Source: an optimization exercise on an open RTL-to-GDS flow (aim: small area and a short achievable clock period). Production flows keep margins and buffers that such runs may drop. In this exercise RTL edits were held to simulation tests only and were not proved equivalent to the original. Power and IR drop assume default switching activity.

==> module four_ports_fifo, before the edit <==
module four_ports_fifo(
	input wire clk,
	input wire resetn,
	input wire [31:0] data0,
	input wire [31:0] data1,
	input wire [31:0] data2,
	input wire [31:0] data3,
	input wire [2:0] wen,
	input wire [2:0] ren,
	output reg [32:0] dout0,
	output reg [32:0] dout1,
	output reg [32:0] dout2,
	output reg [32:0] dout3,
	output wire empty,
	output wire full
);
	reg [31:0] mem [0:31];    
	reg [3:0] wlo, rlo;
	reg [7:0] wsel [0:3];
	reg [7:0] rsel [0:3];
	reg [31:0] th;
	wire [3:0] has  = th[3:0];                           
	wire [4:1] room = ~{th[28], th[29], th[30], th[31]};   
	assign empty = ~th[0];
	assign full  = th[31];
	integer b, k, r, w, m, j;
	reg [32:0] crg;
	wire [4:1] wdec;
	assign wdec[4] = wen[2];
	assign wdec[3] = ~wen[2] & (wen[1:0] == 2'd3);
	assign wdec[2] = ~wen[2] & (wen[1:0] == 2'd2);
	assign wdec[1] = ~wen[2] & (wen[1:0] == 2'd1);
	wire [4:1] acw = wdec & room;
	wire acc = |acw;
	reg [31:0] wd [0:3];
	reg [3:0]  bwe;
	reg [4:1]  qb [0:3];
	always @(*) begin
		for (b = 0; b < 4; b = b + 1) begin
			for (w = 1; w < 5; w = w + 1) begin
				qb[b][w] = 1'b0;
				for (k = 0; k < w; k = k + 1)
					qb[b][w] = qb[b][w] | wlo[(b - k) & 3];
				qb[b][w] = qb[b][w] & room[w];
			end
			bwe[b] = |(wdec & qb[b]);
			wd[b] = ({32{wlo[(b - 0) & 3]}} & data0) |
			        ({32{wlo[(b - 1) & 3]}} & data1) |
			        ({32{wlo[(b - 2) & 3]}} & data2) |
			        ({32{wlo[(b - 3) & 3]}} & data3);
		end
	end
	always @(posedge clk) begin
		for (b = 0; b < 4; b = b + 1)
			for (r = 0; r < 8; r = r + 1)
				if (bwe[b] && wsel[b][r]) mem[4*r + b] <= wd[b];
	end
	reg [31:0] rd [0:3];
	always @(*) begin
		for (b = 0; b < 4; b = b + 1) begin
			rd[b] = 32'd0;
			for (r = 0; r < 8; r = r + 1)
				rd[b] = rd[b] | ({32{rsel[b][r]}} & mem[4*r + b]);
		end
	end
	wire [4:0] rdec;
	assign rdec[4] = ren[2];
	assign rdec[3] = ~ren[2] & (ren[1:0] == 2'd3);
	assign rdec[2] = ~ren[2] & (ren[1:0] == 2'd2);
	assign rdec[1] = ~ren[2] & (ren[1:0] == 2'd1);
	assign rdec[0] = ~ren[2] & (ren[1:0] == 2'd0);
	wire [3:0] rgt = {rdec[4], |rdec[4:3], |rdec[4:2], |rdec[4:1]};    
	wire [3:0] vr = rgt & has;                 
	wire [3:0] v = vr & {4{resetn}};           
	reg [31:0] q [0:3];
	reg [3:0]  rc;      
	always @(*) begin
		for (k = 0; k < 4; k = k + 1) begin
			q[k] = 32'd0;
			for (b = 0; b < 4; b = b + 1)
				q[k] = q[k] | ({32{vr[k] & rlo[(b - k) & 3]}} & rd[b]);
		end
		for (b = 0; b < 4; b = b + 1) begin
			rc[b] = 1'b0;
			for (k = 0; k < 4; k = k + 1)
				rc[b] = rc[b] | (rlo[(b - k) & 3] & v[k]);
		end
	end
	always @(posedge clk) begin
		dout0 <= {v[0], q[0] & {32{resetn}}};
		dout1 <= {v[1], q[1] & {32{resetn}}};
		dout2 <= {v[2], q[2] & {32{resetn}}};
		dout3 <= {v[3], q[3] & {32{resetn}}};
	end
	wire [4:0] wis = {acw, ~acc};    
	wire [4:0] nis;     
	assign nis[0] = ~v[0];
	assign nis[1] = v[0] & ~v[1];
	assign nis[2] = v[1] & ~v[2];
	assign nis[3] = v[2] & ~v[3];
	assign nis[4] = v[3];
	reg [31:0] th_n;
	reg [3:0] wlo_nx, rlo_nx;
	integer c;
	always @(*) begin
		for (j = 1; j < 33; j = j + 1) begin
			crg[j] = 1'b0;
			for (m = 0; m < 5; m = m + 1)
				if (m + j <= 32) crg[j] = crg[j] | (rdec[m] & th[m + j - 1]);
		end
		for (c = 1; c < 33; c = c + 1) begin
			th_n[c - 1] = 1'b0;
			for (w = 0; w < 5; w = w + 1)
				th_n[c - 1] = th_n[c - 1] | (wis[w] & ((c - w <= 0) ? 1'b1 : crg[(c - w) & 63]));
		end
		wlo_nx = 4'd0;
		rlo_nx = 4'd0;
		for (w = 0; w < 4; w = w + 1)
			for (b = 0; b < 4; b = b + 1) begin
				wlo_nx[b] = wlo_nx[b] | ((wis[w] | (w == 0 && wis[4])) & wlo[(b - w) & 3]);
				rlo_nx[b] = rlo_nx[b] | ((nis[w] | (w == 0 && nis[4])) & rlo[(b - w) & 3]);
			end
	end
	always @(posedge clk) begin
		if (~resetn) begin
			wlo     <= 4'b0001;
			rlo     <= 4'b0001;
			for (b = 0; b < 4; b = b + 1) begin
				wsel[b] <= 8'b00000001;
				rsel[b] <= 8'b00000001;
			end
			th      <= 32'd0;
		end else begin
			wlo     <= wlo_nx;
			rlo     <= rlo_nx;
			for (b = 0; b < 4; b = b + 1) begin
				if (bwe[b]) wsel[b] <= {wsel[b][6:0], wsel[b][7]};
				if (rc[b])  rsel[b] <= {rsel[b][6:0], rsel[b][7]};
			end
			th      <= th_n;
		end
	end
endmodule
clock: 6.0 ns
lec_check: 0
cap_margin: 10
core_margin: 2
core_utilization: 50
cts_cluster_diameter: 100
cts_cluster_size: 25
place_density: 0.65
setup_slack_margin: 3.6
slew_margin: 10
tns_end_percent: 100
buffer_ports_args: -buffer_cell sky130_fd_sc_hd__buf_2
post_global_place_tcl: /design/flow/flow/pull_out_ffs.tcl
post_global_route_tcl: /design/flow/flow/recover_area.tcl
standard.sh (not shown) runs the stock make flow with config.mk's settings and CLKGATE_MAP_FILE= SYNTH_SCRIPT=/design/flow/synth_recipe.tcl, a recipe that flattens the netlist after the stock synthesis.
==> flow/flow/run.sh <==
#!/bin/bash
# The standard layout (the standard.sh) with these changes to how it is made:
#  - the input and output ports get plain buf_2 buffers instead of the resizer's
#    default pick, a delay cell;
#  - after global placement, each register that drives an output port is moved
#    next to that port's buffer (pull_out_ffs.tcl); detailed placement legalizes it;
#  - timing repair may resize cells across footprints (MATCH_CELL_FOOTPRINT=0);
#  - after global routing, cells off the critical paths are downsized while the
#    worst slack stays as reached (recover_area.tcl).
# make's full output goes to make_finish.log; ORFS writes each step's log under orfs/logs/.
set -euo pipefail
here=$(pwd)
cat >> config.mk <<EOC
export BUFFER_PORTS_ARGS = -buffer_cell sky130_fd_sc_hd__buf_2
export POST_GLOBAL_PLACE_TCL = $here/flow/pull_out_ffs.tcl
export POST_GLOBAL_ROUTE_TCL = $here/flow/recover_area.tcl
EOC
bash standard.sh MATCH_CELL_FOOTPRINT=0 finish > make_finish.log 2>&1
Other scripts of this flow, unchanged in this note and not shown: flow/flow/pull_out_ffs.tcl, flow/flow/recover_area.tcl
==> next run, changes <==
--- a/flow/design.v
+++ b/flow/design.v
@@ -67,33 +67,32 @@
 	assign rdec[4] = ren[2];
 	assign rdec[3] = ~ren[2] & (ren[1:0] == 2'd3);
 	assign rdec[2] = ~ren[2] & (ren[1:0] == 2'd2);
 	assign rdec[1] = ~ren[2] & (ren[1:0] == 2'd1);
 	assign rdec[0] = ~ren[2] & (ren[1:0] == 2'd0);
 	wire [3:0] rgt = {rdec[4], |rdec[4:3], |rdec[4:2], |rdec[4:1]};    
-	wire [3:0] vr = rgt & has;                 
-	wire [3:0] v = vr & {4{resetn}};           
+	wire [3:0] v = rgt & has & {4{resetn}};    
 	reg [31:0] q [0:3];
 	reg [3:0]  rc;      
 	always @(*) begin
 		for (k = 0; k < 4; k = k + 1) begin
 			q[k] = 32'd0;
 			for (b = 0; b < 4; b = b + 1)
-				q[k] = q[k] | ({32{vr[k] & rlo[(b - k) & 3]}} & rd[b]);
+				q[k] = q[k] | ({32{v[k] & rlo[(b - k) & 3]}} & rd[b]);
 		end
 		for (b = 0; b < 4; b = b + 1) begin
 			rc[b] = 1'b0;
 			for (k = 0; k < 4; k = k + 1)
 				rc[b] = rc[b] | (rlo[(b - k) & 3] & v[k]);
 		end
 	end
 	always @(posedge clk) begin
-		dout0 <= {v[0], q[0] & {32{resetn}}};
-		dout1 <= {v[1], q[1] & {32{resetn}}};
-		dout2 <= {v[2], q[2] & {32{resetn}}};
-		dout3 <= {v[3], q[3] & {32{resetn}}};
+		dout0 <= {v[0], q[0]};
+		dout1 <= {v[1], q[1]};
+		dout2 <= {v[2], q[2]};
+		dout3 <= {v[3], q[3]};
 	end
 	wire [4:0] wis = {acw, ~acc};    
 	wire [4:0] nis;     
 	assign nis[0] = ~v[0];
 	assign nis[1] = v[0] & ~v[1];
 	assign nis[2] = v[1] & ~v[2];
Clock-buffer cell count rose by 1. Critical path depth rose by 3. Global-route usage rose by 0.77 points. Via count fell by 2.4%. Worst hold slack gets better by 95 ps. Design area stays flat. Power fell by 0.54%.

what the ideal ports hide:
How much do the figures lean on ideal ports? The routed layouts below were timed once more, with nothing changed but the port constraints.
Step 1 (the two cells are an assumption about what drives the block):
set clk [get_ports {clk}]
set_driving_cell -lib_cell sky130_fd_sc_hd__clkbuf_16 $clk
set_driving_cell -lib_cell sky130_fd_sc_hd__buf_2 [delete_from_list [all_inputs] $clk]
Step 2, shift: input delay + t, output delay - t, t = (earliest + latest rising clock arrival at the registers) / 2. This alone moves slack from input paths to output paths.
Three values: no drivers, after step 1, after step 2; two values: the first two.
run	t (ns)	slack for setup (ns)	cell pins on the clock port's net
the first run	0.786	3.456 / 3.459 / 2.673	1
the second run	0.774	3.457 / 3.422 / 2.649	1
After both steps setup and hold are still met in every run listed. The setup slack of the second run, which loses most, moves by -0.035 ns with the drivers and by -0.808 ns with both steps.
